This design comes from an exercise in tuning for small area and a short achievable clock period on the open sky130 flow, not from production work. RTL that was checked went through simulation tests only; none was proved equivalent to the original. The RTL of run 4 was laid out without a check of its function. Power and IR drop assume default switching activity.

## flow/config.mk

```make
export PLATFORM = sky130hd
export DESIGN_NAME = sparc_exu_alu
export DESIGN_NICKNAME = sparc_exu_alu
export VERILOG_FILES = /design/flow/design.v
export SDC_FILE = /design/flow/constraint.sdc
export NUM_CORES = 4
export LEC_CHECK = 0
export CAP_MARGIN = 20
export CORE_MARGIN = 2
export CORE_UTILIZATION = 40
export SETUP_SLACK_MARGIN = 3.4
export SLEW_MARGIN = 20
export SYNTH_HIERARCHICAL = 1
```

## flow/constraint.sdc

```tcl
create_clock -name core_clock -period 9.0 [get_ports {rclk}]
set_input_delay 1.8000 -clock core_clock [delete_from_list [all_inputs] [get_ports {rclk}]]
set_output_delay 1.8000 -clock core_clock [all_outputs]
set_load 0.01 [all_outputs]
```

## flow/design.v

```verilog
module sparc_exu_alu
(
   alu_byp_rd_data_e, exu_ifu_brpc_e, exu_lsu_ldst_va_e,
   exu_lsu_early_va_e, exu_mmu_early_va_e, alu_ecl_add_n64_e,
   alu_ecl_add_n32_e, alu_ecl_log_n64_e, alu_ecl_log_n32_e,
   alu_ecl_zhigh_e, alu_ecl_zlow_e, exu_ifu_regz_e,
   alu_ecl_adderin2_63_e, alu_ecl_adderin2_31_e,
   alu_ecl_adder_out_63_e, alu_ecl_cout32_e, alu_ecl_cout64_e_l,
   alu_ecl_mem_addr_invalid_e_l,
   cen, rclk, byp_alu_rs1_data_e, byp_alu_rs2_data_e_l,
   byp_alu_rs3_data_e, byp_alu_rcc_data_e, ecl_alu_cin_e,
   ifu_exu_invert_d, ecl_alu_log_sel_and_e, ecl_alu_log_sel_or_e,
   ecl_alu_log_sel_xor_e, ecl_alu_log_sel_move_e,
   ecl_alu_out_sel_sum_e_l, ecl_alu_out_sel_rs3_e_l,
   ecl_alu_out_sel_shift_e_l, ecl_alu_out_sel_logic_e_l,
   shft_alu_shift_out_e, ecl_alu_sethi_inst_e, ifu_lsu_casa_e
   );
   input cen;
   input rclk;
   input [63:0] byp_alu_rs1_data_e;
   input [63:0] byp_alu_rs2_data_e_l;
   input [63:0] byp_alu_rs3_data_e;
   input [63:0] byp_alu_rcc_data_e;
   input        ecl_alu_cin_e;
   input        ifu_exu_invert_d;
   input        ecl_alu_log_sel_and_e;
   input        ecl_alu_log_sel_or_e;
   input        ecl_alu_log_sel_xor_e;
   input        ecl_alu_log_sel_move_e;
   input        ecl_alu_out_sel_sum_e_l;
   input        ecl_alu_out_sel_rs3_e_l;
   input        ecl_alu_out_sel_shift_e_l;
   input        ecl_alu_out_sel_logic_e_l;
   input [63:0] shft_alu_shift_out_e;
   input        ecl_alu_sethi_inst_e;
   input        ifu_lsu_casa_e;
   output [63:0] alu_byp_rd_data_e;
   output [47:0] exu_ifu_brpc_e;
   output [47:0] exu_lsu_ldst_va_e;
   output [10:3] exu_lsu_early_va_e;
   output [7:0]  exu_mmu_early_va_e;
   output        alu_ecl_add_n64_e;
   output        alu_ecl_add_n32_e;
   output        alu_ecl_log_n64_e;
   output        alu_ecl_log_n32_e;
   output        alu_ecl_zhigh_e;
   output        alu_ecl_zlow_e;
   output        exu_ifu_regz_e;
   output        alu_ecl_adderin2_63_e;
   output        alu_ecl_adderin2_31_e;
   output        alu_ecl_adder_out_63_e;
   output        alu_ecl_cout32_e;
   output        alu_ecl_cout64_e_l;
   output        alu_ecl_mem_addr_invalid_e_l;
   wire [63:0] a = byp_alu_rs1_data_e;
   wire [63:0] rs2 = ~byp_alu_rs2_data_e_l;
   wire        cin = ecl_alu_cin_e;
   reg invert_e;
   always @(posedge rclk) invert_e <= ifu_exu_invert_d;
   wire [63:0] b;
   alu_bx bx (.rs2_l(byp_alu_rs2_data_e_l), .inv(invert_e), .b(b));
   wire [63:0] p, gn, tn;
   alu_pgen pgen (.a(a), .b(b), .p(p));
   alu_gt gtgen (.a(a), .b(b), .gn(gn), .tn(tn));
   wire [63:0] g = ~gn, t = ~tn;
   wire [64:0] c;
   alu_carry carry (.gn(gn), .tn(tn), .cin(cin), .c(c));
   wire [63:0] sum;
   alu_sum sumx (.p(p), .c(c[63:0]), .s(sum));
   reg [63:0] sum_q;
   always @(posedge rclk) if (cen) sum_q <= sum;
   wire [63:0] lgn;
   alu_logic logic_blk (.gn(gn), .p(p), .rs2(rs2), .sel_and(ecl_alu_log_sel_and_e),
                        .sel_or(ecl_alu_log_sel_or_e), .sel_xor(ecl_alu_log_sel_xor_e),
                        .sel_mov(ecl_alu_log_sel_move_e), .sethi(ecl_alu_sethi_inst_e),
                        .lgn(lgn));
   wire [63:0] lg = ~lgn;
   alu_outmux outmux (.sum_q(sum_q), .rs3(byp_alu_rs3_data_e), .sh(shft_alu_shift_out_e),
                      .lgn(lgn), .sel_sum(~ecl_alu_out_sel_sum_e_l),
                      .sel_rs3(~ecl_alu_out_sel_rs3_e_l),
                      .sel_sh(~ecl_alu_out_sel_shift_e_l),
                      .sel_lg_l(ecl_alu_out_sel_logic_e_l), .rd(alu_byp_rd_data_e));
   wire spr_zlo, spr_zhi, lg_zlo, lg_zhi;
   alu_sprz sprz (.p(p), .tn(tn), .cin(cin), .zlo(spr_zlo), .zhi(spr_zhi));
   alu_o64 lgz (.x(lgn), .olo(lg_zlo), .ohi(lg_zhi));
   assign alu_ecl_zlow_e  = ecl_alu_out_sel_sum_e_l ? lg_zlo : spr_zlo;
   assign alu_ecl_zhigh_e = ecl_alu_out_sel_sum_e_l ? lg_zhi : spr_zhi;
   alu_va va (.a(a), .sum_q(sum_q), .casa(ifu_lsu_casa_e), .va(exu_lsu_ldst_va_e),
              .ok_l(alu_ecl_mem_addr_invalid_e_l));
   alu_z64 rccz (.x(byp_alu_rcc_data_e), .zlo(), .zhi(), .z(exu_ifu_regz_e));
   assign exu_ifu_brpc_e = sum_q[47:0];
   assign exu_lsu_early_va_e = sum_q[10:3];
   assign exu_mmu_early_va_e = sum_q[7:0];
   assign alu_ecl_add_n64_e = sum_q[63];
   assign alu_ecl_adder_out_63_e = sum_q[63];
   assign alu_ecl_add_n32_e = sum_q[31];
   assign alu_ecl_log_n64_e = lg[63];
   assign alu_ecl_log_n32_e = lg[31];
   assign alu_ecl_adderin2_63_e = b[63];
   assign alu_ecl_adderin2_31_e = b[31];
   assign alu_ecl_cout32_e = c[32];
   assign alu_ecl_cout64_e_l = ~c[64];
endmodule
module alu_bx (rs2_l, inv, b);
   input [63:0] rs2_l;
   input inv;
   output [63:0] b;
   assign b = ~rs2_l ^ {64{inv}};
endmodule
module alu_pgen (a, b, p);
   input [63:0] a, b;
   output [63:0] p;
   assign p = a ^ b;
endmodule
module alu_gt (a, b, gn, tn);
   input [63:0] a, b;
   output [63:0] gn, tn;
   assign gn = ~(a & b);
   assign tn = ~(a | b);
endmodule
module alu_sum (p, c, s);
   input [63:0] p, c;
   output [63:0] s;
   assign s = p ^ c;
endmodule
module alu_logic (gn, p, rs2, sel_and, sel_or, sel_xor, sel_mov, sethi, lgn);
   input [63:0] gn, p, rs2;
   wire [63:0] g = ~gn;
   input sel_and, sel_or, sel_xor, sel_mov, sethi;
   output [63:0] lgn;
   wire s_g = sel_and | sel_or;
   wire s_p = sel_or | sel_xor;
   wire s_mlo = sel_mov;
   wire s_mhi = sel_mov & ~sethi;
   assign lgn = ~((g & {64{s_g}}) | (p & {64{s_p}}) |
                  (rs2 & {{32{s_mhi}}, {32{s_mlo}}}));
endmodule
module alu_outmux (sum_q, rs3, sh, lgn, sel_sum, sel_rs3, sel_sh, sel_lg_l, rd);
   input [63:0] sum_q, rs3, sh, lgn;
   input sel_sum, sel_rs3, sel_sh, sel_lg_l;
   output [63:0] rd;
   wire [63:0] y0n = ~((sum_q & {64{sel_sum}}) | (rs3 & {64{sel_rs3}}));
   wire [63:0] y1n = ~((~lgn & ~{64{sel_lg_l}}) | (sh & {64{sel_sh}}));
   assign rd = ~(y0n & y1n);
endmodule
module alu_sprz (p, tn, cin, zlo, zhi);
   input [63:0] p, tn;
   input cin;
   output zlo, zhi;
   wire [63:0] spr = p ^ {~tn[62:0], cin};
   assign zlo = ~(|spr[31:0]);
   assign zhi = ~(|spr[63:32]);
endmodule
module alu_z64 (x, zlo, zhi, z);
   input [63:0] x;
   output zlo, zhi, z;
   assign zlo = ~(|x[31:0]);
   assign zhi = ~(|x[63:32]);
   assign z = ~(|x);
endmodule
module alu_o64 (x, olo, ohi);
   input [63:0] x;
   output olo, ohi;
   assign olo = &x[31:0];
   assign ohi = &x[63:32];
endmodule
module alu_va (a, sum_q, casa, va, ok_l);
   input [63:0] a, sum_q;
   input casa;
   output [47:0] va;
   output ok_l;
   assign va = casa ? a[47:0] : sum_q[47:0];
   wire a_ok = (&a[63:47]) | ~(|a[63:47]);
   wire s_ok = (&sum_q[63:47]) | ~(|sum_q[63:47]);
   assign ok_l = casa ? a_ok : s_ok;
endmodule
module alu_carry (gn, tn, cin, c);
   input [63:0] gn, tn;
   wire [63:0] g = ~gn, t = ~tn;
   input cin;
   output [64:0] c;    
   wire bg0_0 = g[0];
   wire bt0_0 = t[0];
   wire bg0_1 = g[1];
   wire bt0_1 = t[1];
   wire bg0_2 = g[2];
   wire bt0_2 = t[2];
   wire bg0_3 = g[3];
   wire bt0_3 = t[3];
   wire bg0_4 = g[4];
   wire bt0_4 = t[4];
   wire bg0_5 = g[5];
   wire bt0_5 = t[5];
   wire bg0_6 = g[6];
   wire bt0_6 = t[6];
   wire bg0_7 = g[7];
   wire bt0_7 = t[7];
   wire bg0_8 = g[8];
   wire bt0_8 = t[8];
   wire bg0_9 = g[9];
   wire bt0_9 = t[9];
   wire bg0_10 = g[10];
   wire bt0_10 = t[10];
   wire bg0_11 = g[11];
   wire bt0_11 = t[11];
   wire bg0_12 = g[12];
   wire bt0_12 = t[12];
   wire bg0_13 = g[13];
   wire bt0_13 = t[13];
   wire bg0_14 = g[14];
   wire bt0_14 = t[14];
   wire bg0_15 = g[15];
   wire bt0_15 = t[15];
   wire bg0_16 = g[16];
   wire bt0_16 = t[16];
   wire bg0_17 = g[17];
   wire bt0_17 = t[17];
   wire bg0_18 = g[18];
   wire bt0_18 = t[18];
   wire bg0_19 = g[19];
   wire bt0_19 = t[19];
   wire bg0_20 = g[20];
   wire bt0_20 = t[20];
   wire bg0_21 = g[21];
   wire bt0_21 = t[21];
   wire bg0_22 = g[22];
   wire bt0_22 = t[22];
   wire bg0_23 = g[23];
   wire bt0_23 = t[23];
   wire bg0_24 = g[24];
   wire bt0_24 = t[24];
   wire bg0_25 = g[25];
   wire bt0_25 = t[25];
   wire bg0_26 = g[26];
   wire bt0_26 = t[26];
   wire bg0_27 = g[27];
   wire bt0_27 = t[27];
   wire bg0_28 = g[28];
   wire bt0_28 = t[28];
   wire bg0_29 = g[29];
   wire bt0_29 = t[29];
   wire bg0_30 = g[30];
   wire bt0_30 = t[30];
   wire bg0_31 = g[31];
   wire bt0_31 = t[31];
   wire bg0_32 = g[32];
   wire bt0_32 = t[32];
   wire bg0_33 = g[33];
   wire bt0_33 = t[33];
   wire bg0_34 = g[34];
   wire bt0_34 = t[34];
   wire bg0_35 = g[35];
   wire bt0_35 = t[35];
   wire bg0_36 = g[36];
   wire bt0_36 = t[36];
   wire bg0_37 = g[37];
   wire bt0_37 = t[37];
   wire bg0_38 = g[38];
   wire bt0_38 = t[38];
   wire bg0_39 = g[39];
   wire bt0_39 = t[39];
   wire bg0_40 = g[40];
   wire bt0_40 = t[40];
   wire bg0_41 = g[41];
   wire bt0_41 = t[41];
   wire bg0_42 = g[42];
   wire bt0_42 = t[42];
   wire bg0_43 = g[43];
   wire bt0_43 = t[43];
   wire bg0_44 = g[44];
   wire bt0_44 = t[44];
   wire bg0_45 = g[45];
   wire bt0_45 = t[45];
   wire bg0_46 = g[46];
   wire bt0_46 = t[46];
   wire bg0_47 = g[47];
   wire bt0_47 = t[47];
   wire bg0_48 = g[48];
   wire bt0_48 = t[48];
   wire bg0_49 = g[49];
   wire bt0_49 = t[49];
   wire bg0_50 = g[50];
   wire bt0_50 = t[50];
   wire bg0_51 = g[51];
   wire bt0_51 = t[51];
   wire bg0_52 = g[52];
   wire bt0_52 = t[52];
   wire bg0_53 = g[53];
   wire bt0_53 = t[53];
   wire bg0_54 = g[54];
   wire bt0_54 = t[54];
   wire bg0_55 = g[55];
   wire bt0_55 = t[55];
   wire bg0_56 = g[56];
   wire bt0_56 = t[56];
   wire bg0_57 = g[57];
   wire bt0_57 = t[57];
   wire bg0_58 = g[58];
   wire bt0_58 = t[58];
   wire bg0_59 = g[59];
   wire bt0_59 = t[59];
   wire bg0_60 = g[60];
   wire bt0_60 = t[60];
   wire bg0_61 = g[61];
   wire bt0_61 = t[61];
   wire bg0_62 = g[62];
   wire bt0_62 = t[62];
   wire bg0_63 = g[63];
   wire bt0_63 = t[63];
   wire bg1_1 = bg0_1 | (bt0_1 & bg0_0);
   wire bt1_1 = bt0_1 & bt0_0;
   wire bg1_3 = bg0_3 | (bt0_3 & bg0_2);
   wire bt1_3 = bt0_3 & bt0_2;
   wire bg1_5 = bg0_5 | (bt0_5 & bg0_4);
   wire bt1_5 = bt0_5 & bt0_4;
   wire bg1_7 = bg0_7 | (bt0_7 & bg0_6);
   wire bt1_7 = bt0_7 & bt0_6;
   wire bg1_9 = bg0_9 | (bt0_9 & bg0_8);
   wire bt1_9 = bt0_9 & bt0_8;
   wire bg1_11 = bg0_11 | (bt0_11 & bg0_10);
   wire bt1_11 = bt0_11 & bt0_10;
   wire bg1_13 = bg0_13 | (bt0_13 & bg0_12);
   wire bt1_13 = bt0_13 & bt0_12;
   wire bg1_15 = bg0_15 | (bt0_15 & bg0_14);
   wire bt1_15 = bt0_15 & bt0_14;
   wire bg1_17 = bg0_17 | (bt0_17 & bg0_16);
   wire bt1_17 = bt0_17 & bt0_16;
   wire bg1_19 = bg0_19 | (bt0_19 & bg0_18);
   wire bt1_19 = bt0_19 & bt0_18;
   wire bg1_21 = bg0_21 | (bt0_21 & bg0_20);
   wire bt1_21 = bt0_21 & bt0_20;
   wire bg1_23 = bg0_23 | (bt0_23 & bg0_22);
   wire bt1_23 = bt0_23 & bt0_22;
   wire bg1_25 = bg0_25 | (bt0_25 & bg0_24);
   wire bt1_25 = bt0_25 & bt0_24;
   wire bg1_27 = bg0_27 | (bt0_27 & bg0_26);
   wire bt1_27 = bt0_27 & bt0_26;
   wire bg1_29 = bg0_29 | (bt0_29 & bg0_28);
   wire bt1_29 = bt0_29 & bt0_28;
   wire bg1_31 = bg0_31 | (bt0_31 & bg0_30);
   wire bt1_31 = bt0_31 & bt0_30;
   wire bg1_33 = bg0_33 | (bt0_33 & bg0_32);
   wire bt1_33 = bt0_33 & bt0_32;
   wire bg1_35 = bg0_35 | (bt0_35 & bg0_34);
   wire bt1_35 = bt0_35 & bt0_34;
   wire bg1_37 = bg0_37 | (bt0_37 & bg0_36);
   wire bt1_37 = bt0_37 & bt0_36;
   wire bg1_39 = bg0_39 | (bt0_39 & bg0_38);
   wire bt1_39 = bt0_39 & bt0_38;
   wire bg1_41 = bg0_41 | (bt0_41 & bg0_40);
   wire bt1_41 = bt0_41 & bt0_40;
   wire bg1_43 = bg0_43 | (bt0_43 & bg0_42);
   wire bt1_43 = bt0_43 & bt0_42;
   wire bg1_45 = bg0_45 | (bt0_45 & bg0_44);
   wire bt1_45 = bt0_45 & bt0_44;
   wire bg1_47 = bg0_47 | (bt0_47 & bg0_46);
   wire bt1_47 = bt0_47 & bt0_46;
   wire bg1_49 = bg0_49 | (bt0_49 & bg0_48);
   wire bt1_49 = bt0_49 & bt0_48;
   wire bg1_51 = bg0_51 | (bt0_51 & bg0_50);
   wire bt1_51 = bt0_51 & bt0_50;
   wire bg1_53 = bg0_53 | (bt0_53 & bg0_52);
   wire bt1_53 = bt0_53 & bt0_52;
   wire bg1_55 = bg0_55 | (bt0_55 & bg0_54);
   wire bt1_55 = bt0_55 & bt0_54;
   wire bg1_57 = bg0_57 | (bt0_57 & bg0_56);
   wire bt1_57 = bt0_57 & bt0_56;
   wire bg1_59 = bg0_59 | (bt0_59 & bg0_58);
   wire bt1_59 = bt0_59 & bt0_58;
   wire bg1_61 = bg0_61 | (bt0_61 & bg0_60);
   wire bt1_61 = bt0_61 & bt0_60;
   wire bg1_63 = bg0_63 | (bt0_63 & bg0_62);
   wire bt1_63 = bt0_63 & bt0_62;
   wire bg2_3 = bg1_3 | (bt1_3 & bg1_1);
   wire bt2_3 = bt1_3 & bt1_1;
   wire bg2_7 = bg1_7 | (bt1_7 & bg1_5);
   wire bt2_7 = bt1_7 & bt1_5;
   wire bg2_11 = bg1_11 | (bt1_11 & bg1_9);
   wire bt2_11 = bt1_11 & bt1_9;
   wire bg2_15 = bg1_15 | (bt1_15 & bg1_13);
   wire bt2_15 = bt1_15 & bt1_13;
   wire bg2_19 = bg1_19 | (bt1_19 & bg1_17);
   wire bt2_19 = bt1_19 & bt1_17;
   wire bg2_23 = bg1_23 | (bt1_23 & bg1_21);
   wire bt2_23 = bt1_23 & bt1_21;
   wire bg2_27 = bg1_27 | (bt1_27 & bg1_25);
   wire bt2_27 = bt1_27 & bt1_25;
   wire bg2_31 = bg1_31 | (bt1_31 & bg1_29);
   wire bt2_31 = bt1_31 & bt1_29;
   wire bg2_35 = bg1_35 | (bt1_35 & bg1_33);
   wire bt2_35 = bt1_35 & bt1_33;
   wire bg2_39 = bg1_39 | (bt1_39 & bg1_37);
   wire bt2_39 = bt1_39 & bt1_37;
   wire bg2_43 = bg1_43 | (bt1_43 & bg1_41);
   wire bt2_43 = bt1_43 & bt1_41;
   wire bg2_47 = bg1_47 | (bt1_47 & bg1_45);
   wire bt2_47 = bt1_47 & bt1_45;
   wire bg2_51 = bg1_51 | (bt1_51 & bg1_49);
   wire bt2_51 = bt1_51 & bt1_49;
   wire bg2_55 = bg1_55 | (bt1_55 & bg1_53);
   wire bt2_55 = bt1_55 & bt1_53;
   wire bg2_59 = bg1_59 | (bt1_59 & bg1_57);
   wire bt2_59 = bt1_59 & bt1_57;
   wire bg2_63 = bg1_63 | (bt1_63 & bg1_61);
   wire bt2_63 = bt1_63 & bt1_61;
   wire bg3_7 = bg2_7 | (bt2_7 & bg2_3);
   wire bt3_7 = bt2_7 & bt2_3;
   wire bg3_15 = bg2_15 | (bt2_15 & bg2_11);
   wire bt3_15 = bt2_15 & bt2_11;
   wire bg3_23 = bg2_23 | (bt2_23 & bg2_19);
   wire bt3_23 = bt2_23 & bt2_19;
   wire bg3_31 = bg2_31 | (bt2_31 & bg2_27);
   wire bt3_31 = bt2_31 & bt2_27;
   wire bg3_39 = bg2_39 | (bt2_39 & bg2_35);
   wire bt3_39 = bt2_39 & bt2_35;
   wire bg3_47 = bg2_47 | (bt2_47 & bg2_43);
   wire bt3_47 = bt2_47 & bt2_43;
   wire bg3_55 = bg2_55 | (bt2_55 & bg2_51);
   wire bt3_55 = bt2_55 & bt2_51;
   wire bg3_63 = bg2_63 | (bt2_63 & bg2_59);
   wire bt3_63 = bt2_63 & bt2_59;
   wire bg4_15 = bg3_15 | (bt3_15 & bg3_7);
   wire bt4_15 = bt3_15 & bt3_7;
   wire bg4_31 = bg3_31 | (bt3_31 & bg3_23);
   wire bt4_31 = bt3_31 & bt3_23;
   wire bg4_47 = bg3_47 | (bt3_47 & bg3_39);
   wire bt4_47 = bt3_47 & bt3_39;
   wire bg4_63 = bg3_63 | (bt3_63 & bg3_55);
   wire bt4_63 = bt3_63 & bt3_55;
   wire bg5_31 = bg4_31 | (bt4_31 & bg4_15);
   wire bt5_31 = bt4_31 & bt4_15;
   wire bg5_63 = bg4_63 | (bt4_63 & bg4_47);
   wire bt5_63 = bt4_63 & bt4_47;
   wire bg6_63 = bg5_63 | (bt5_63 & bg5_31);
   wire bt6_63 = bt5_63 & bt5_31;
   wire bg7_47 = bg4_47 | (bt4_47 & bg5_31);
   wire bt7_47 = bt4_47 & bt5_31;
   wire bg8_23 = bg3_23 | (bt3_23 & bg4_15);
   wire bt8_23 = bt3_23 & bt4_15;
   wire bg8_39 = bg3_39 | (bt3_39 & bg5_31);
   wire bt8_39 = bt3_39 & bt5_31;
   wire bg8_55 = bg3_55 | (bt3_55 & bg7_47);
   wire bt8_55 = bt3_55 & bt7_47;
   wire bg9_11 = bg2_11 | (bt2_11 & bg3_7);
   wire bt9_11 = bt2_11 & bt3_7;
   wire bg9_19 = bg2_19 | (bt2_19 & bg4_15);
   wire bt9_19 = bt2_19 & bt4_15;
   wire bg9_27 = bg2_27 | (bt2_27 & bg8_23);
   wire bt9_27 = bt2_27 & bt8_23;
   wire bg9_35 = bg2_35 | (bt2_35 & bg5_31);
   wire bt9_35 = bt2_35 & bt5_31;
   wire bg9_43 = bg2_43 | (bt2_43 & bg8_39);
   wire bt9_43 = bt2_43 & bt8_39;
   wire bg9_51 = bg2_51 | (bt2_51 & bg7_47);
   wire bt9_51 = bt2_51 & bt7_47;
   wire bg9_59 = bg2_59 | (bt2_59 & bg8_55);
   wire bt9_59 = bt2_59 & bt8_55;
   wire bg10_5 = bg1_5 | (bt1_5 & bg2_3);
   wire bt10_5 = bt1_5 & bt2_3;
   wire bg10_9 = bg1_9 | (bt1_9 & bg3_7);
   wire bt10_9 = bt1_9 & bt3_7;
   wire bg10_13 = bg1_13 | (bt1_13 & bg9_11);
   wire bt10_13 = bt1_13 & bt9_11;
   wire bg10_17 = bg1_17 | (bt1_17 & bg4_15);
   wire bt10_17 = bt1_17 & bt4_15;
   wire bg10_21 = bg1_21 | (bt1_21 & bg9_19);
   wire bt10_21 = bt1_21 & bt9_19;
   wire bg10_25 = bg1_25 | (bt1_25 & bg8_23);
   wire bt10_25 = bt1_25 & bt8_23;
   wire bg10_29 = bg1_29 | (bt1_29 & bg9_27);
   wire bt10_29 = bt1_29 & bt9_27;
   wire bg10_33 = bg1_33 | (bt1_33 & bg5_31);
   wire bt10_33 = bt1_33 & bt5_31;
   wire bg10_37 = bg1_37 | (bt1_37 & bg9_35);
   wire bt10_37 = bt1_37 & bt9_35;
   wire bg10_41 = bg1_41 | (bt1_41 & bg8_39);
   wire bt10_41 = bt1_41 & bt8_39;
   wire bg10_45 = bg1_45 | (bt1_45 & bg9_43);
   wire bt10_45 = bt1_45 & bt9_43;
   wire bg10_49 = bg1_49 | (bt1_49 & bg7_47);
   wire bt10_49 = bt1_49 & bt7_47;
   wire bg10_53 = bg1_53 | (bt1_53 & bg9_51);
   wire bt10_53 = bt1_53 & bt9_51;
   wire bg10_57 = bg1_57 | (bt1_57 & bg8_55);
   wire bt10_57 = bt1_57 & bt8_55;
   wire bg10_61 = bg1_61 | (bt1_61 & bg9_59);
   wire bt10_61 = bt1_61 & bt9_59;
   wire bg11_2 = bg0_2 | (bt0_2 & bg1_1);
   wire bt11_2 = bt0_2 & bt1_1;
   wire bg11_4 = bg0_4 | (bt0_4 & bg2_3);
   wire bt11_4 = bt0_4 & bt2_3;
   wire bg11_6 = bg0_6 | (bt0_6 & bg10_5);
   wire bt11_6 = bt0_6 & bt10_5;
   wire bg11_8 = bg0_8 | (bt0_8 & bg3_7);
   wire bt11_8 = bt0_8 & bt3_7;
   wire bg11_10 = bg0_10 | (bt0_10 & bg10_9);
   wire bt11_10 = bt0_10 & bt10_9;
   wire bg11_12 = bg0_12 | (bt0_12 & bg9_11);
   wire bt11_12 = bt0_12 & bt9_11;
   wire bg11_14 = bg0_14 | (bt0_14 & bg10_13);
   wire bt11_14 = bt0_14 & bt10_13;
   wire bg11_16 = bg0_16 | (bt0_16 & bg4_15);
   wire bt11_16 = bt0_16 & bt4_15;
   wire bg11_18 = bg0_18 | (bt0_18 & bg10_17);
   wire bt11_18 = bt0_18 & bt10_17;
   wire bg11_20 = bg0_20 | (bt0_20 & bg9_19);
   wire bt11_20 = bt0_20 & bt9_19;
   wire bg11_22 = bg0_22 | (bt0_22 & bg10_21);
   wire bt11_22 = bt0_22 & bt10_21;
   wire bg11_24 = bg0_24 | (bt0_24 & bg8_23);
   wire bt11_24 = bt0_24 & bt8_23;
   wire bg11_26 = bg0_26 | (bt0_26 & bg10_25);
   wire bt11_26 = bt0_26 & bt10_25;
   wire bg11_28 = bg0_28 | (bt0_28 & bg9_27);
   wire bt11_28 = bt0_28 & bt9_27;
   wire bg11_30 = bg0_30 | (bt0_30 & bg10_29);
   wire bt11_30 = bt0_30 & bt10_29;
   wire bg11_32 = bg0_32 | (bt0_32 & bg5_31);
   wire bt11_32 = bt0_32 & bt5_31;
   wire bg11_34 = bg0_34 | (bt0_34 & bg10_33);
   wire bt11_34 = bt0_34 & bt10_33;
   wire bg11_36 = bg0_36 | (bt0_36 & bg9_35);
   wire bt11_36 = bt0_36 & bt9_35;
   wire bg11_38 = bg0_38 | (bt0_38 & bg10_37);
   wire bt11_38 = bt0_38 & bt10_37;
   wire bg11_40 = bg0_40 | (bt0_40 & bg8_39);
   wire bt11_40 = bt0_40 & bt8_39;
   wire bg11_42 = bg0_42 | (bt0_42 & bg10_41);
   wire bt11_42 = bt0_42 & bt10_41;
   wire bg11_44 = bg0_44 | (bt0_44 & bg9_43);
   wire bt11_44 = bt0_44 & bt9_43;
   wire bg11_46 = bg0_46 | (bt0_46 & bg10_45);
   wire bt11_46 = bt0_46 & bt10_45;
   wire bg11_48 = bg0_48 | (bt0_48 & bg7_47);
   wire bt11_48 = bt0_48 & bt7_47;
   wire bg11_50 = bg0_50 | (bt0_50 & bg10_49);
   wire bt11_50 = bt0_50 & bt10_49;
   wire bg11_52 = bg0_52 | (bt0_52 & bg9_51);
   wire bt11_52 = bt0_52 & bt9_51;
   wire bg11_54 = bg0_54 | (bt0_54 & bg10_53);
   wire bt11_54 = bt0_54 & bt10_53;
   wire bg11_56 = bg0_56 | (bt0_56 & bg8_55);
   wire bt11_56 = bt0_56 & bt8_55;
   wire bg11_58 = bg0_58 | (bt0_58 & bg10_57);
   wire bt11_58 = bt0_58 & bt10_57;
   wire bg11_60 = bg0_60 | (bt0_60 & bg9_59);
   wire bt11_60 = bt0_60 & bt9_59;
   wire bg11_62 = bg0_62 | (bt0_62 & bg10_61);
   wire bt11_62 = bt0_62 & bt10_61;
   assign c[0] = cin;
   assign c[1] = bg0_0 | (bt0_0 & cin);
   assign c[2] = bg1_1 | (bt1_1 & cin);
   assign c[3] = bg11_2 | (bt11_2 & cin);
   assign c[4] = bg2_3 | (bt2_3 & cin);
   assign c[5] = bg11_4 | (bt11_4 & cin);
   assign c[6] = bg10_5 | (bt10_5 & cin);
   assign c[7] = bg11_6 | (bt11_6 & cin);
   assign c[8] = bg3_7 | (bt3_7 & cin);
   assign c[9] = bg11_8 | (bt11_8 & cin);
   assign c[10] = bg10_9 | (bt10_9 & cin);
   assign c[11] = bg11_10 | (bt11_10 & cin);
   assign c[12] = bg9_11 | (bt9_11 & cin);
   assign c[13] = bg11_12 | (bt11_12 & cin);
   assign c[14] = bg10_13 | (bt10_13 & cin);
   assign c[15] = bg11_14 | (bt11_14 & cin);
   assign c[16] = bg4_15 | (bt4_15 & cin);
   assign c[17] = bg11_16 | (bt11_16 & cin);
   assign c[18] = bg10_17 | (bt10_17 & cin);
   assign c[19] = bg11_18 | (bt11_18 & cin);
   assign c[20] = bg9_19 | (bt9_19 & cin);
   assign c[21] = bg11_20 | (bt11_20 & cin);
   assign c[22] = bg10_21 | (bt10_21 & cin);
   assign c[23] = bg11_22 | (bt11_22 & cin);
   assign c[24] = bg8_23 | (bt8_23 & cin);
   assign c[25] = bg11_24 | (bt11_24 & cin);
   assign c[26] = bg10_25 | (bt10_25 & cin);
   assign c[27] = bg11_26 | (bt11_26 & cin);
   assign c[28] = bg9_27 | (bt9_27 & cin);
   assign c[29] = bg11_28 | (bt11_28 & cin);
   assign c[30] = bg10_29 | (bt10_29 & cin);
   assign c[31] = bg11_30 | (bt11_30 & cin);
   assign c[32] = bg5_31 | (bt5_31 & cin);
   assign c[33] = bg11_32 | (bt11_32 & cin);
   assign c[34] = bg10_33 | (bt10_33 & cin);
   assign c[35] = bg11_34 | (bt11_34 & cin);
   assign c[36] = bg9_35 | (bt9_35 & cin);
   assign c[37] = bg11_36 | (bt11_36 & cin);
   assign c[38] = bg10_37 | (bt10_37 & cin);
   assign c[39] = bg11_38 | (bt11_38 & cin);
   assign c[40] = bg8_39 | (bt8_39 & cin);
   assign c[41] = bg11_40 | (bt11_40 & cin);
   assign c[42] = bg10_41 | (bt10_41 & cin);
   assign c[43] = bg11_42 | (bt11_42 & cin);
   assign c[44] = bg9_43 | (bt9_43 & cin);
   assign c[45] = bg11_44 | (bt11_44 & cin);
   assign c[46] = bg10_45 | (bt10_45 & cin);
   assign c[47] = bg11_46 | (bt11_46 & cin);
   assign c[48] = bg7_47 | (bt7_47 & cin);
   assign c[49] = bg11_48 | (bt11_48 & cin);
   assign c[50] = bg10_49 | (bt10_49 & cin);
   assign c[51] = bg11_50 | (bt11_50 & cin);
   assign c[52] = bg9_51 | (bt9_51 & cin);
   assign c[53] = bg11_52 | (bt11_52 & cin);
   assign c[54] = bg10_53 | (bt10_53 & cin);
   assign c[55] = bg11_54 | (bt11_54 & cin);
   assign c[56] = bg8_55 | (bt8_55 & cin);
   assign c[57] = bg11_56 | (bt11_56 & cin);
   assign c[58] = bg10_57 | (bt10_57 & cin);
   assign c[59] = bg11_58 | (bt11_58 & cin);
   assign c[60] = bg9_59 | (bt9_59 & cin);
   assign c[61] = bg11_60 | (bt11_60 & cin);
   assign c[62] = bg10_61 | (bt10_61 & cin);
   assign c[63] = bg11_62 | (bt11_62 & cin);
   assign c[64] = bg6_63 | (bt6_63 & cin);
endmodule
```

## flow/flow/run.sh

```bash
#!/bin/bash
# The standard layout (standard.sh), with the smallest buffer (buf_1) on
# every port and these extra ORFS settings: 
set -euo pipefail
export BUFFER_PORTS_ARGS="-buffer_cell sky130_fd_sc_hd__buf_1"
bash standard.sh  finish > standard_flow.log 2>&1
```

## flow/standard.sh

```bash
#!/bin/bash
# synth_recipe.tcl (not shown) runs the flow's synth.tcl, then flattens the netlist and writes it again
# the make line also repeats each setting of config.mk as NAME=value (left out here)
make -C /OpenROAD-flow-scripts/flow DESIGN_CONFIG=/design/flow/config.mk WORK_HOME=/design/flow/orfs CLKGATE_MAP_FILE= SYNTH_SCRIPT=/design/flow/synth_recipe.tcl "${@:-finish}"
```

==> results of run 1 <==
power groups by stage:
stage                     clock network (W)  logic [W]  registers [W]
after detailed placement                  0    0.00101       0.000513
after floorplan                           0   0.000745       0.000477
after global placement                    0    0.00100       0.000512
after global routing               0.000347    0.00122       0.000515
final                              0.000335    0.00114       0.000507
after CTS                          0.000341    0.00110       0.000506
routing by layer:
layer / global-route usage / vias to the layer above
li1: - / 5801
met1: 0.3805 / 5995
met2: 0.6266 / 658
met3: 0.03414 / 104
met4: 0.1451 / 2
met5: 0 / -
sequential cells by signal, summed over array words and instances, names as in the netlist:
name	count
invert_e	1
sum_q	64
through the flow:
step                      utilization  power [W]
after floorplan                     -   0.001223
after global placement         0.4660   0.001516
after detailed placement       0.4660   0.001521
after CTS                      0.5085   0.001952
after global routing           0.5167   0.002083
final                          0.5167   0.001978
worst max-delay path, cell delays in order:
cell      delay (ns)
buf_1           0.09
buf_8           0.19
nor2b_2         0.18
buf_6           0.18
a222oi_1        0.57
nand4_1         0.19
or4_4           0.59
nor2_1          0.10
mux2_2          0.18
clkbuf_2        0.14
cell type report:
cell class,instances,area share
multi-input combinational,994,0.5630
timing repair buffer,616,0.2029
tap,341,0.03081
clock buffer,9,0.01626
antenna,3,0.0005422
clock inverter,7,0.002711
inverter,158,0.04328
sequential,65,0.1405
layout by cell type, fill, tap and decap left out, types with 40 or more instances in the layout:
cell type	instances
buf_1	505
edfxtp_1	64
o211ai_1	66
buf_4	87
a222oi_1	64
nand2_1	152
xor2_1	129
nor2_1	67
mux2_2	44
nor4_1	40
xnor2_1	98
a22oi_2	60
inv_1	155
path summary, 6_finish.rpt:
kind | from | endpoint | slack [ns] | cells after the start
setup / recovery | ecl_alu_log_sel_move_e | alu_ecl_zhigh_e | 2.93 | 10
hold / removal | invert_e$_DFF_P_ | sum_q[47]$_DFFE_PP_ | 1.26 | 3
setup reg to reg | invert_e$_DFF_P_ | sum_q[31]$_DFFE_PP_ | 4.25 | 17
hold reg to reg | invert_e$_DFF_P_ | sum_q[47]$_DFFE_PP_ | 1.26 | 3
timing repair:
item | CTS | global route
buffers inserted | 68 | 12
gates resized for setup | 81 | 25
hold endpoints to repair | 0 | 0
pin swaps | 45 | 17
endpoints found under the setup margin | 5 | 4
cloned | 2 | 0
==> results.txt, run 1 <==
* Die Y at 168.6 µm
* Clock Sinks at 65
* Fmax at 0.1647 GHz
* Tightest Pin Transition at 1.004 ns
* Chip width at 168.6 µm
* Max-Cap Viols at 0
* Skew final at 0.007444 ns
* VDD IR max at 0.08701 mV
* Worst Hold Class: flip-flop to flip-flop
* Final net count at 2178
* Share of layout cells above drive strength 1 at 0.1790
* Peak fanout along the critical path at 33
* Setup TNS at 0 ns
* Hold_buf cts at 0
* CTS tree: built
* Final-report hold violation count at 0
* Mapped Cells at 1345
* Reg power frac at 0.256
* Met2 WL at 25610 µm
* Worst Slack Setup Final at 2.927 ns
* Worst slack at placement at 2.606 ns
* Die area at 28420 µm²
* Routed Antenna Nets at 0
* Ys Warns at 7
* Mean post-synth cell area at 8.057 µm²
* Vias per Instance at 5.727
* Register area at 1946 µm²
* First-pass GRT wire length at 72020 µm
* Net Sw Frac at 0.4555
* Clk Latency, worst-skew pair at 0.34 ns
* WL met1 at 18640 µm
* Clock buffer depth at 2
* Worst slew margin at 0.3304
* Cell Area, Placed at 12490 µm²
* Max layer used: met5
* Routed via count at 12560
* Area of the mapped netlist at 10840 µm²
* RSZ-0062 raised after global routing: true
* Grt total ovfl at 0
* Dpl cells at 2092
* Area delta synth->final at 27.78%
* Tcrit/Tclk final at 0.6747
* Final Instance Area at 13850 µm²
* H-tree levels at 3
* P_sw at 0.0009011 W
* Starting density of the core at 0.4043
* Crit path launch type: input port
* Fill cells at 2721
* Fin crit period at 6.073 ns
* Arr. time, crit path at 4.27 ns
* Drt drc at 0
* Area occupied by multi-input gates at 7796 µm²
* CTS buffer count at 9
* All-layer global routing usage at 0.3329
* CTS clk-pin slew, worst paths at 0.06 ns
* Pin count of the biggest net entering global routing at 65
* Vias in the first global route at 12100
* Synth Net Count at 1679
* Row count at 60
* Post-DP HPWL at 38070 µm
* Global placement routability congestion at 0.9758
* Hold slack final at 1.263 ns
* I/O Buffers at 522
* Antenna violations before repair at 5
* Clock network power share at 0.169
* DRT iter0 DRCs at 1258
* Critical Path RT at 7.20 ns
* Clock root buffer master: clkbuf_16
* Core area at 26800 µm²
* Setup crit end kind: output pin
* Total wire length at 49500 µm
* Final non-filler cell total at 2193
* First-pass DRT Iterations at 8
* Ports at 523
* DR WL met3 at 3193 µm
* Leakage power at 5.384 nW
* Status: complete, no violations
* P_int at 0.001077 W
* Slew Limit Fails at 0
* Finish-stage setup viols at 0
* Power Density at 142.9 nW/µm²
* Crit path kind: input port to output pin
* Comb pwr share at 0.575
* DR WL/cell at 22.57 µm
==> run 2: changes to the inputs <==
--- a/flow/config.mk
+++ b/flow/config.mk
@@ -8,6 +8,6 @@
 export CAP_MARGIN = 20
 export CORE_MARGIN = 2
 export CORE_UTILIZATION = 40
-export SETUP_SLACK_MARGIN = 3.4
+export SETUP_SLACK_MARGIN = 3.0
 export SLEW_MARGIN = 20
 export SYNTH_HIERARCHICAL = 1
==> run 2 against run 1 <==
Still clean. Critical path depth rose by 1. Register-to-register slack improved by 0.39 ns. Hold slack improved by 0.056 ns. Maximum frequency increased by 0.47%. Clock power is 19% higher. Critical path type unchanged. Critical endpoint is now alu_ecl_cout32_e.
==> results.txt, run 2 <==
* Worst slew margin at 0.3459 (+0.01555)
* Tightest Pin Transition at 0.9811 ns (-0.02333 ns)
* Area of the mapped netlist at 10840 µm² (unchanged)
* Worst Path Buf+Inv at 3 (-1)
* Max-Cap Viols at 0 (unchanged)
* Ports at 523 (unchanged)
* Global placement routability congestion at 0.9360 (-4.1%)
* Routed via count at 12340 (-1.7%)
* Leakage power at 5.073 nW (-5.8%)
* Slowest-stage cell, CP: a211oi_1
* Ys Warns at 7 (unchanged)
* Post-DP HPWL at 38300 µm (+0.60%)
* Finish-stage setup viols at 0 (unchanged)
* Power Density at 149.1 nW/µm² (+4.3%)
* Slew Limit Fails at 0 (unchanged)
* Fin crit period at 6.044 ns (-0.02829 ns)
* CTS clk-pin slew, worst paths at 0.06 ns (about the same)
* Crit path to: alu_ecl_cout32_e
* Reg2reg end: sum_q[27]$_DFFE_PP_
* All-layer global routing usage at 0.3313 (-0.001549)
* Clock root buffer master: clkbuf_16
* DR WL/cell at 22.76 µm (+0.84%)
* Routed Antenna Nets at 0 (unchanged)
* RSZ-0062 raised after global routing: true
* Skew final at 0.009215 ns (+0.001771 ns)
* Hold slack final at 1.320 ns (+0.05644 ns)
* Largest delay share family, worst path: compound AO/OA/AOI/OAI gates
* H-tree levels at 3 (unchanged)
* Mean post-synth cell area at 8.057 µm² (unchanged)
* Pin count of the biggest net entering global routing at 65 (unchanged)
* Row count at 60 (unchanged)
* FF-to-FF setup slack at 4.64 ns (+0.39 ns)
* Tcrit/Tclk final at 0.6716 (-0.003143)
* VDD IR max at 0.1008 mV (+16%)
* Fmax at 0.1654 GHz (+0.47%)
* Clock buffer depth at 2 (unchanged)
* Crit path launch type: input port
* Clock Sinks at 65 (unchanged)
* Starting density of the core at 0.4043 (unchanged)
* Antenna violations before repair at 13 (+8)
* Arr. time, crit path at 4.24 ns (-0.03 ns)
* I/O Buffers at 522 (unchanged)
* Final-report hold violation count at 0 (unchanged)
* Final net count at 2146 (-1.5%)
* Biggest regs: sum_q x64, invert_e x1
* Hold_buf cts at 0 (unchanged)
* First-pass DRT Iterations at 10 (+2)
* Most frequent cells in the layout: buf_1, inv_1, nand2_1, xor2_1, xnor2_1
* Total wire length at 49300 µm (-0.40%)
* Area occupied by multi-input gates at 7579 µm² (-2.8%)
* Worst R2R Start: invert_e$_DFF_P_
* Setup TNS at 0 ns (unchanged)
* Worst Hold Class: flip-flop to flip-flop
* Max FFs per register at 64 (unchanged)
* Mapped Cells at 1345 (unchanged)
* DRT iter0 DRCs at 1311 (+4.2%)
* Reg2reg path depth at 13 (-4)
* Register area at 1946 µm² (unchanged)
* Share of layout cells above drive strength 1 at 0.1381 (-0.04088)
* Clk Latency, worst-skew pair at 0.36 ns (+0.02 ns)
* Drt drc at 0 (unchanged)
* CTS tree: built
* Vias per Instance at 5.699 (-0.49%)
* Fill cells at 2792 (+2.6%)
* Die Y at 168.6 µm (unchanged)
* Peak fanout along the critical path at 4 (-88%)
* Area delta synth->final at 22.86%
* Synth Net Count at 1679 (unchanged)
* Grt total ovfl at 0 (unchanged)
* Crit path kind: input port to output pin
* Chip width at 168.6 µm (unchanged)
* Critical Path RT at 7.20 ns (about the same)
* CTS buffer count at 9 (unchanged)
* CP max stage delay at 0.57 ns (-0.02 ns)
* Status: complete, no violations
* Vias in the first global route at 11790 (-2.6%)
* Worst setup startpoint: byp_alu_rs2_data_e_l[1]
* Most common cell after layout, fill and taps aside: buf_1
* Setup crit end kind: output pin
* Cell depth of the worst setup path at 11 (+1)
* First-pass GRT wire length at 70860 µm (-1.6%)
* Core area at 26800 µm² (unchanged)
* Register with the most flip-flops: sum_q
* Die area at 28420 µm² (unchanged)
* Critical Path, Cell by Cell: buf_1 > xnor2_2 > nor2_1 > a21o_1 > a31o_2 > a31o_2 > a32oi_4 > a211oi_1 > and2_1 > inv_1 > buf_1
==> run 2: what timing repair did <==
action | CTS | global route
buffers inserted | 18 | 30
pin swaps | 19 | 29
endpoints found under the setup margin | 19 | 4
cloned | 4 | 0
gates resized for setup | 29 | 25
==> run 2: worst min-delay path, delay by kind of cell, from the launching register on <==
family	cells	cell delay, ns
xor gates and xnor gates	3	0.62
DFF	1	0.57
==> run 2: routing by layer <==
metal / share of wire / vias up / track usage
met5: 0.00075 / - / 0
met4: 0.050 / 6 / 0.1675
li1: - / 5737 / -
met1: 0.38 / 5843 / 0.3765
met3: 0.063 / 119 / 0.03858
met2: 0.51 / 639 / 0.6117
==> run 2: layout make-up <==
class                   instances  area share
diodes                          8    0.001504
inverters                     158     0.04501
repair buffers                580      0.1832
clock buffers                  12     0.01776
flip-flops and latches         65      0.1461
clock inverters                 4    0.005169
multi-input cells             998      0.5692
well taps                     341     0.03205
==> run 2: per-stage QoR <==
stage	area [µm²]	worst slack, ns	instances	total power (W)	utilization
final	13310	2.956	2166	0.001985	0.4968
after global routing	13310	2.789	2166	0.002088	0.4968
after CTS	12960	2.891	2128	0.001943	0.4838
after detailed placement	12340	2.388	2090	0.001512	0.4606
after global placement	12340	2.436	2090	0.001509	0.4606
after floorplan	10840	3.176	1345	0.001215	-
==> run 2: how the worst min path moves through the flow <==
| stage | end | from | cells past startpoint |
|---|---|---|---|
| 6_report | sum_q[62]$_DFFE_PP_ | invert_e$_DFF_P_ | 3 |
| 5_1_grt | sum_q[45]$_DFFE_PP_ | invert_e$_DFF_P_ | 3 |
| 4_1_cts | sum_q[15]$_DFFE_PP_ | invert_e$_DFF_P_ | 4 |
| 3_5_place_dp | sum_q[15]$_DFFE_PP_ | invert_e$_DFF_P_ | 4 |
| 3_3_place_gp | sum_q[62]$_DFFE_PP_ | invert_e$_DFF_P_ | 3 |
| 2_1_floorplan | sum_q[0]$_DFFE_PP_ | invert_e$_DFF_P_ | 4 |
==> run 2: report_power, final <==
group | switching [W] | internal, W | total [W]
Sequential | 0.0000805 | 0.000427 | 0.000508
Clock | 0.000157 | 0.000242 | 0.000399
Combinational | 0.000649 | 0.000429 | 0.00108
==> run 3: changes to the inputs <==
==> flow/flow/run.sh (replaced) <==
#!/bin/bash
# The standard layout (standard.sh) with two changes:
#  - the smallest buffer (buf_1) on every port;
#  - synthesis maps with ABC script flow/abc.script (in a copy of ORFS's
#    scripts folder, where it replaces abc_speed.script).
# Extra ORFS settings: 
# Each ORFS step writes its full log under orfs/logs/; make's output goes to
# standard_flow.log.
set -euo pipefail
rm -rf scripts_abc
cp -r "$FLOW_HOME/scripts" scripts_abc
cp flow/abc.script scripts_abc/abc_speed.script
export BUFFER_PORTS_ARGS="-buffer_cell sky130_fd_sc_hd__buf_1"
bash standard.sh SCRIPTS_DIR="$PWD/scripts_abc"  finish > standard_flow.log 2>&1
==> flow/flow/abc.script (new file) <==
&get -n
&st
&syn2
&dch -f
&nf -p -R 10
&put
buffer -c
topo
stime -c
dnsize -c
==> run 3 against run 2 <==
Clock skew shrank 0.0037 ns. Core utilization increased by 0.74 points. Sequential power shrank 2%. Setup slack gained 0.13 ns. Synthesized cell count decreased by 1.9%. Critical path depth down 2. Clock-buffer cell count down 3. Critical path type unchanged.
==> results.txt, run 3 <==
* Status: complete, no violations
* Max-Cap Viols at 0 (unchanged)
* Post-layout util at 0.5042 (+0.007381)
* CTS buffer count at 9 (unchanged)
* Reg2reg end: sum_q[63]$_DFFE_PP_
* Critical Path RT at 7.20 ns (about the same)
* Worst R2R Start: invert_e$_DFF_P_
* Tcrit/Tclk final at 0.6574 (-0.01420)
* Row count at 58 (-3.3%)
* Number of synthesized flops with an enable pin at 64
* Pin count of the biggest net entering global routing at 65 (unchanged)
* Mean post-synth cell area at 7.655 µm² (-5.0%)
* Core area at 24960 µm² (-6.9%)
* Skew final at 0.005555 ns (-0.003660 ns)
* Clock Sinks at 65 (unchanged)
* Final net count at 2121 (-1.2%)
* CTS clk-pin slew, worst paths at 0.07 ns (about the same)
* Routed Antenna Nets at 0 (unchanged)
* RSZ-0062 raised after global routing: true
* Top cells by area, synth: edfxtp_1, xor2_1, xnor2_1
* First-pass GRT wire length at 62130 µm (-12%)
* Synth Net Count at 1654 (-1.5%)
* Ys Warns at 7 (unchanged)
* Most common cell in the netlist: inv_1
* Post-DP HPWL at 33940 µm (-11%)
* Area occupied by multi-input gates at 6829 µm² (-9.9%)
* Hold Path End: sum_q[0]$_DFFE_PP_
* Routed via count at 11920 (-3.5%)
* Global placement routability congestion at 0.9132 (-2.4%)
* Predominant post-synthesis flop cell: edfxtp_1
* Ports at 523 (unchanged)
* Commonest cells in the netlist: inv_1, nand2_1, xor2_1
* Flop and latch count out of synthesis at 65
* Register with the most flip-flops: sum_q
* Finish-stage setup viols at 0 (unchanged)
* Max FFs per register at 64 (unchanged)
* Antenna violations before repair at 3 (-10)
* Arr. time, crit path at 4.12 ns (-0.12 ns)
* FF-to-FF setup slack at 5.03 ns (+0.39 ns)
* Tightest Pin Transition at 0.9853 ns (+0.004188 ns)
* CTS tree: built
* Clock root buffer master: clkbuf_16
* Fmax at 0.1690 GHz (+2.2%)
* Worst setup startpoint: ecl_alu_log_sel_or_e
* Chip width at 162.9 µm (-3.4%)
* Slew Limit Fails at 0 (unchanged)
* Hold slack final at 1.157 ns (-0.1627 ns)
* DRT iter0 DRCs at 1339 (+2.1%)
* Reg2reg path depth at 17 (+4)
* Die Y at 162.9 µm (-3.4%)
* DR WL/cell at 20.86 µm (-8.4%)
* All-layer global routing usage at 0.3071 (-0.02422)
* Synth top area share at 0.1902
* Hold path cells at 3 (unchanged)
* Final-report hold violation count at 0 (unchanged)
* Biggest regs: sum_q x64, invert_e x1
* Crit path kind: input port to output pin
* Hold Startpoint: invert_e$_DFF_P_
* First-pass DRT Iterations at 10 (unchanged)
* Setup TNS at 0 ns (unchanged)
* Drt drc at 0 (unchanged)
* Most frequent cells in the layout: buf_1, inv_1, nand2_1, xor2_1, xnor2_1
* VDD IR max at 0.06461 mV (-36%)
* Clk Latency, worst-skew pair at 0.34 ns (-0.02 ns)
* Post-synthesis cell type count at 38
* Register area at 1946 µm² (unchanged)
* Crit path launch type: input port
* Starting density of the core at 0.4048 (+0.0004297)
* H-tree levels at 3 (unchanged)
* Total wire length at 44350 µm (-10%)
* Power Density at 148.3 nW/µm² (-0.54%)
* Worst Hold Class: flip-flop to flip-flop
* Worst slew margin at 0.3431 (-0.002792)
* Share of layout cells above drive strength 1 at 0.09933 (-0.03881)
* I/O Buffers at 522 (unchanged)
* Grt total ovfl at 0 (unchanged)
* Fill cells at 2553 (-8.6%)
* Area of the mapped netlist at 10100 µm² (-6.8%)
* Clock buffer depth at 2 (unchanged)
* Area delta synth->final at 24.55%
* Sequential share of the synthesized area at 0.1922
* Mapped Cells at 1320 (-1.9%)
* Peak fanout along the critical path at 64 (+60)
* Cell taking the most area after synthesis: edfxtp_1
* Vias per Instance at 5.605 (-1.7%)
* Fin crit period at 5.917 ns (-0.1278 ns)
* Vias in the first global route at 10740 (-8.9%)
* Synth async-reset ratio at 0
* Die area at 26550 µm² (-6.6%)
* Setup crit end kind: output pin
* Most common cell after layout, fill and taps aside: buf_1
* Leakage power at 5.022 nW (-0.99%)
[run 3: area by class of cell]
class	count	area share
inverters	162	0.04832
well taps	330	0.03281
clock inverters	7	0.004871
repair buffers	584	0.1981
multi-input cells	965	0.5426
clock buffers	9	0.01789
diodes	4	0.0007953
flip-flops and latches	65	0.1546
[run 3: worst max path at each step]
stage / to
6_report: alu_ecl_zlow_e
5_1_grt: alu_ecl_cout64_e_l
4_1_cts: alu_ecl_cout64_e_l
3_5_place_dp: alu_ecl_cout64_e_l
3_3_place_gp: alu_ecl_zlow_e
2_1_floorplan: alu_ecl_cout64_e_l
[run 3: metrics by stage]
stage / worst slack [ns] / cell area, µm² / power, W / std cells
after detailed placement: 2.436 / 11650 / 0.001426 / 2055
after global placement: 2.514 / 11650 / 0.001424 / 2055
after global routing: 2.974 / 12580 / 0.001970 / 2124
after floorplan: 3.297 / 10100 / 0.001149 / 1320
final: 3.083 / 12590 / 0.001866 / 2126
after CTS: 2.996 / 12180 / 0.001823 / 2095
[run 3: cells by family after synthesis]
logic type / after synthesis / share of synthesized area
and+or+nand+nor: 359 / 0.1605
AOI/OAI and AO/OA: 300 / 0.2185
buffers and inverters: 290 / 0.1512
xor gates and xnor gates: 256 / 0.2219
DFF: 65 / 0.1922
muxes: 50 / 0.05572
[run 3: worst max-delay path, stage by stage]
cell,delay [ns]
buf_1,0.08
or2_2,0.31
buf_8,0.25
a222oi_1,0.40
nand4_1,0.18
or4_4,0.60
nor2_1,0.12
mux2_2,0.19
buf_1,0.16
[run 3: routing by layer]
layer,GRT usage,part of all wire,vias up
li1,-,-,5591
met1,0.3712,0.39,5614
met2,0.5553,0.50,633
met3,0.04380,0.079,78
met4,0.1054,0.033,0
met5,0,0,-
[run 3: timing repair]
item	CTS	global route
buffers inserted	24	26
cloned	0	1
resized for setup	16	38
hold buffers	0	0
endpoints found under the setup margin	3	3
pin swaps	19	39
[run 3: where the power goes]
part           total, W  internal, W  switching [W]
Clock          0.000364     0.000212       0.000152
Combinational   0.00100     0.000396       0.000607
Sequential     0.000499     0.000427      0.0000725
Total           0.00187      0.00103       0.000832
[run 3: per-module statistics from Yosys, one instance, submodules excluded, excerpt]
module	flip-flops and latches	cell area, µm²
alu_va	0	719.4
alu_gt	0	480.5
alu_sum	0	560.5
alu_pgen	0	560.5
alu_z64	0	140.1
alu_outmux	0	1384
alu_o64	0	137.6
alu_sprz	0	693.2
alu_logic	0	1011
==> run 4: changes to the inputs <==
--- a/flow/design.v
+++ b/flow/design.v
@@ -85,7 +85,8 @@
    alu_o64 lgz (.x(lgn), .olo(lg_zlo), .ohi(lg_zhi));
    assign alu_ecl_zlow_e  = ecl_alu_out_sel_sum_e_l ? lg_zlo : spr_zlo;
    assign alu_ecl_zhigh_e = ecl_alu_out_sel_sum_e_l ? lg_zhi : spr_zhi;
-   alu_va va (.a(a), .sum_q(sum_q), .casa(ifu_lsu_casa_e), .va(exu_lsu_ldst_va_e),
+   alu_va va (.a(a), .sum_q(sum_q), .casa(ifu_lsu_casa_e), .ncasa(~ifu_lsu_casa_e),
+              .va(exu_lsu_ldst_va_e),
               .ok_l(alu_ecl_mem_addr_invalid_e_l));
    alu_z64 rccz (.x(byp_alu_rcc_data_e), .zlo(), .zhi(), .z(exu_ifu_regz_e));
    assign exu_ifu_brpc_e = sum_q[47:0];
@@ -164,15 +165,15 @@
    assign olo = &x[31:0];
    assign ohi = &x[63:32];
 endmodule
-module alu_va (a, sum_q, casa, va, ok_l);
+module alu_va (a, sum_q, casa, ncasa, va, ok_l);
    input [63:0] a, sum_q;
-   input casa;
+   input casa, ncasa;    
    output [47:0] va;
    output ok_l;
-   assign va = casa ? a[47:0] : sum_q[47:0];
+   assign va = (a[47:0] & {48{casa}}) | (sum_q[47:0] & {48{ncasa}});
    wire a_ok = (&a[63:47]) | ~(|a[63:47]);
    wire s_ok = (&sum_q[63:47]) | ~(|sum_q[63:47]);
-   assign ok_l = casa ? a_ok : s_ok;
+   assign ok_l = (casa & a_ok) | (ncasa & s_ok);
 endmodule
 module alu_carry (gn, tn, cin, c);
    input [63:0] gn, tn;
--- a/flow/config.mk
+++ b/flow/config.mk
@@ -8,6 +8,9 @@
 export CAP_MARGIN = 20
 export CORE_MARGIN = 2
 export CORE_UTILIZATION = 40
+export CTS_BUF_LIST = sky130_fd_sc_hd__clkbuf_8
+export CTS_CLUSTER_DIAMETER = 100
+export CTS_CLUSTER_SIZE = 30
 export SETUP_SLACK_MARGIN = 3.0
 export SLEW_MARGIN = 20
 export SYNTH_HIERARCHICAL = 1
==> run 4 against run 3 <==
Global-route usage grew 3.0 points. Clock-buffer cell count unchanged. First-iteration DRC count is 12% higher. Combinational power about the same. Flip-flop and latch count is the same. Clock skew about the same. Critical path depth unchanged. Total power fell by 6.7%. Maximum frequency shrank 0.95%.
==> results.txt, run 4 <==
* Routed via count at 12210 (+2.5%)
* Tightest Pin Transition at 1.129 ns (+0.1441 ns)
* First-pass DRT Iterations at 10 (unchanged)
* Die area at 26310 µm² (-0.92%)
* Ys Warns at 7 (unchanged)
* Most frequent cells in the layout: buf_1, inv_1, nand2_1, xor2_1, xnor2_1
* Final net count at 2117 (-0.19%)
* Crit path kind: input port to output pin
* Sequential share of the synthesized area at 0.1940 (+0.001826)
* Vias per Instance at 5.765 (+2.9%)
* H-tree levels at 3 (unchanged)
* Slowest-stage cell, CP: or4_4
* Clock root buffer master: clkbuf_8
* CTS clk-pin slew, worst paths at 0.09 ns (+0.02 ns)
* Max FFs per register at 64 (unchanged)
* Mean post-synth cell area at 7.543 µm² (-1.5%)
* Hold slack final at 1.280 ns (+0.1228 ns)
* Synth Net Count at 1661 (+0.42%)
* Leakage power at 4.931 nW (-1.8%)
* Share of layout cells above drive strength 1 at 0.06711 (-0.03222)
* Synth async-reset ratio at 0 (unchanged)
* Row count at 57 (-1.7%)
* Crit-path most repeated cell: buf_1
* Number of synthesized flops with an enable pin at 64 (unchanged)
* Pin count of the biggest net entering global routing at 65 (unchanged)
* CP max stage delay at 0.57 ns (-0.03 ns)
* DRT iter0 DRCs at 1497 (+12%)
* Clock Sinks at 65 (unchanged)
* Area delta synth->final at 22.56%
* Total wire length at 48070 µm (+8.4%)
* CTS buffer count at 9 (unchanged)
* Skew final at 0.005786 ns (+0.0002313 ns)
* Register with the most flip-flops: sum_q
* Post-layout util at 0.5015 (-0.002651)
* Final non-filler cell total at 2118 (-0.38%)
* Critical Path, Cell by Cell: buf_1 > or2_4 > buf_6 > a222oi_1 > nand4_1 > or4_4 > nor2_1 > mux2_2 > buf_1
* Clock buffer depth at 2 (unchanged)
* Fmax at 0.1674 GHz (-0.95%)
* Arr. time, crit path at 4.17 ns (+0.05 ns)
* Biggest regs: sum_q x64, invert_e x1
* Power Density at 141.9 nW/µm² (-4.3%)
* Ports at 523 (unchanged)
* Crit path launch type: input port
* Status: complete, no violations
* VDD IR max at 0.05947 mV (-8.0%)
* Mapped Cells at 1327 (+0.53%)
* RSZ-0062 raised after global routing: true
* Top cells by area, synth: edfxtp_1, xor2_1, xnor2_1
* Routed Antenna Nets at 0 (unchanged)
* Most common cell in the netlist: inv_1
* Chip width at 162.2 µm (-0.46%)
* DR WL/cell at 22.70 µm (+8.8%)
* Drt drc at 0 (unchanged)
* Setup crit end kind: output pin
* Fin crit period at 5.974 ns (+0.05700 ns)
* Grt total ovfl at 0 (unchanged)
* I/O Buffers at 522 (unchanged)
* Core area at 24460 µm² (-2.0%)
* Post-synthesis cell type count at 41 (+7.9%)
* Max-Cap Viols at 0 (unchanged)
* CTS tree: built
* Synth top area share at 0.1920 (+0.001807)
* Post-DP HPWL at 36650 µm (+8.0%)
* Starting density of the core at 0.4092 (+0.004415)
* Area of the mapped netlist at 10010 µm² (-0.94%)
* Final-report hold violation count at 0 (unchanged)
* Setup TNS at 0 ns (unchanged)
* Worst Hold Class: flip-flop to flip-flop
* Die Y at 162.2 µm (-0.46%)
* Tcrit/Tclk final at 0.6637 (+0.006333)
* Vias in the first global route at 11250 (+4.8%)
* Flop and latch count out of synthesis at 65 (unchanged)
* Commonest cells in the netlist: inv_1, nand2_1, xor2_1
* Most common cell after layout, fill and taps aside: buf_1
* Predominant post-synthesis flop cell: edfxtp_1
* Worst slew margin at 0.2470 (-0.09609)
* Finish-stage setup viols at 0 (unchanged)
* Clk Latency, worst-skew pair at 0.38 ns (+0.04 ns)
* Cell taking the most area after synthesis: edfxtp_1
* Antenna violations before repair at 8 (+5)
* Global placement routability congestion at 0.9036 (-1.1%)
* Slew Limit Fails at 0 (unchanged)
* Critical Path RT at 7.20 ns (about the same)
* First-pass GRT wire length at 66780 µm (+7.5%)
* Dpl cells at 2051 (-0.19%)
* Peak fanout along the critical path at 25 (-61%)
* All-layer global routing usage at 0.3368 (+0.02969)
* Hold_buf cts at 0 (unchanged)
==> run 4: cell types whose count changed in the layout (fill, tap and decap cells not counted), sizes merged, moves of 2 or more <==
cell	delta
a22o	+48
mux2	-48
buf	-10
diode	+2
or2	+2
inv	+5
clkinv	-2
==> run 4: cells by family (layout without fill, tap and decap cells) <==
logic type      Yosys count  after routing  synth area share
compound gates          348            348            0.2626
xor+xnor                256            256            0.2240
other cells               0              6                 0
simple gates            359            362            0.1620
flops                    65             65            0.1940
buf+inv                 297            755            0.1551
mux                       2              2          0.002250
==> run 4: worst paths after layout <==
kind,start,endpoint,slack (ns),cells after the start
min reg2reg,invert_e$_DFF_P_,sum_q[14]$_DFFE_PP_,1.28,3
max reg2reg,invert_e$_DFF_P_,sum_q[39]$_DFFE_PP_,4.86,15
min,invert_e$_DFF_P_,sum_q[14]$_DFFE_PP_,1.28,3
max,ecl_alu_log_sel_and_e,alu_ecl_zlow_e,3.03,9
==> run 4: through the flow <==
stage,instance area (µm²),power [W],setup WS [ns]
6_report,12270,0.001741,3.026
5_1_grt,12260,0.001833,2.987
4_1_cts,11990,0.001704,3.001
3_5_place_dp,11530,0.001433,2.532
3_3_place_gp,11530,0.001430,2.552
2_1_floorplan,10010,0.001143,3.297
==> run 4: cell type report <==
type	count	area, µm²
Clock inverter	7	31.28
Timing Repair Buffer	574	2407
Tap cell	324	405.4
Multi-Input combinational cell	968	6720
Fill cell	2576	12190
Sequential cell	65	1946
Antenna cell	6	15.01
Inverter	165	619.3
Clock buffer	9	123.9
==> run 4: worst max-delay path: cells and delay by family <==
family          cells  cell delay [ns]
simple gates        4             1.20
buf+inv             3             0.53
compound gates      1             0.47
mux                 1             0.16
==> run 4: Yosys stat by module (local to each module, per instance) <==
module         cells inside  flip-flops and latches  cell area (µm²)  copies in the design
alu_z64                  23                       0            140.1                     1
alu_bx                   71                       0            661.9                     1
alu_va                   85                       0            620.6                     1
alu_sprz                 86                       0            693.2                     1
alu_gt                  128                       0            480.5                     1
alu_pgen                 64                       0            560.5                     1
alu_logic               152                       0             1011                     1
alu_outmux              220                       0             1384                     1
sparc_exu_alu           203                      65             2719                     1
alu_sum                  64                       0            560.5                     1
alu_o64                  22                       0            137.6                     1
alu_carry               209                       0             1041                     1
==> run 4: timing repair <==
item / in CTS / in global routing
cloned: 2 / 2
buffers inserted: 29 / 12
pin swaps: 25 / 28
setup endpoints to repair: 3 / 3
resized for setup: 14 / 40
==> run 4: routing by layer <==
layer  routed length, µm  share of wire  track usage  up-vias
met5                  24        0.00050            0        -
met4                2122          0.044       0.1561        4
met3                4235          0.088      0.06588      102
met2               23400           0.49       0.5903      712
met1               18290           0.38       0.3964     5765
li1                    -              -            -     5628
==> run 4: where the power goes <==
part / leakage, nW / switching [W] / internal, W
clock network: 0.0842 / 0.000139 / 0.0000950
logic: 4.21 / 0.000619 / 0.000379
registers: 0.635 / 0.0000827 / 0.000426
total: 4.93 / 0.000840 / 0.000901

## static timing again, ports no longer ideal
The flow's constraints put no driver on any port. The routed layouts listed below were extracted and timed again, unchanged, in two steps.
Step 1, drivers: a clkbuf_16 drives rclk and a buf_2 each remaining input, both assumed.
Step 2 times the ports against the registers' clock, not the clock port: input delays grow and output delays shrink by t, the midpoint of the rising clock arrivals with the driver on.
a / b / c = ideal / step 1 / step 2; a / b = the first two.
run	t, ns	setup slack, ns	worst setup path after step 2
run 1	0.388	2.927 / 2.897 / 2.897	input to output
run 2	0.397	2.956 / 2.885 / 2.885	input to output
run 3	0.388	3.083 / 3.062 / 3.062	input to output
run 4	0.418	3.026 / 2.984 / 2.984	input to output
After both steps setup and hold are still met in every run listed. The setup slack of run 2, which loses most, moves by -0.071 ns with the drivers and by -0.071 ns with both steps.
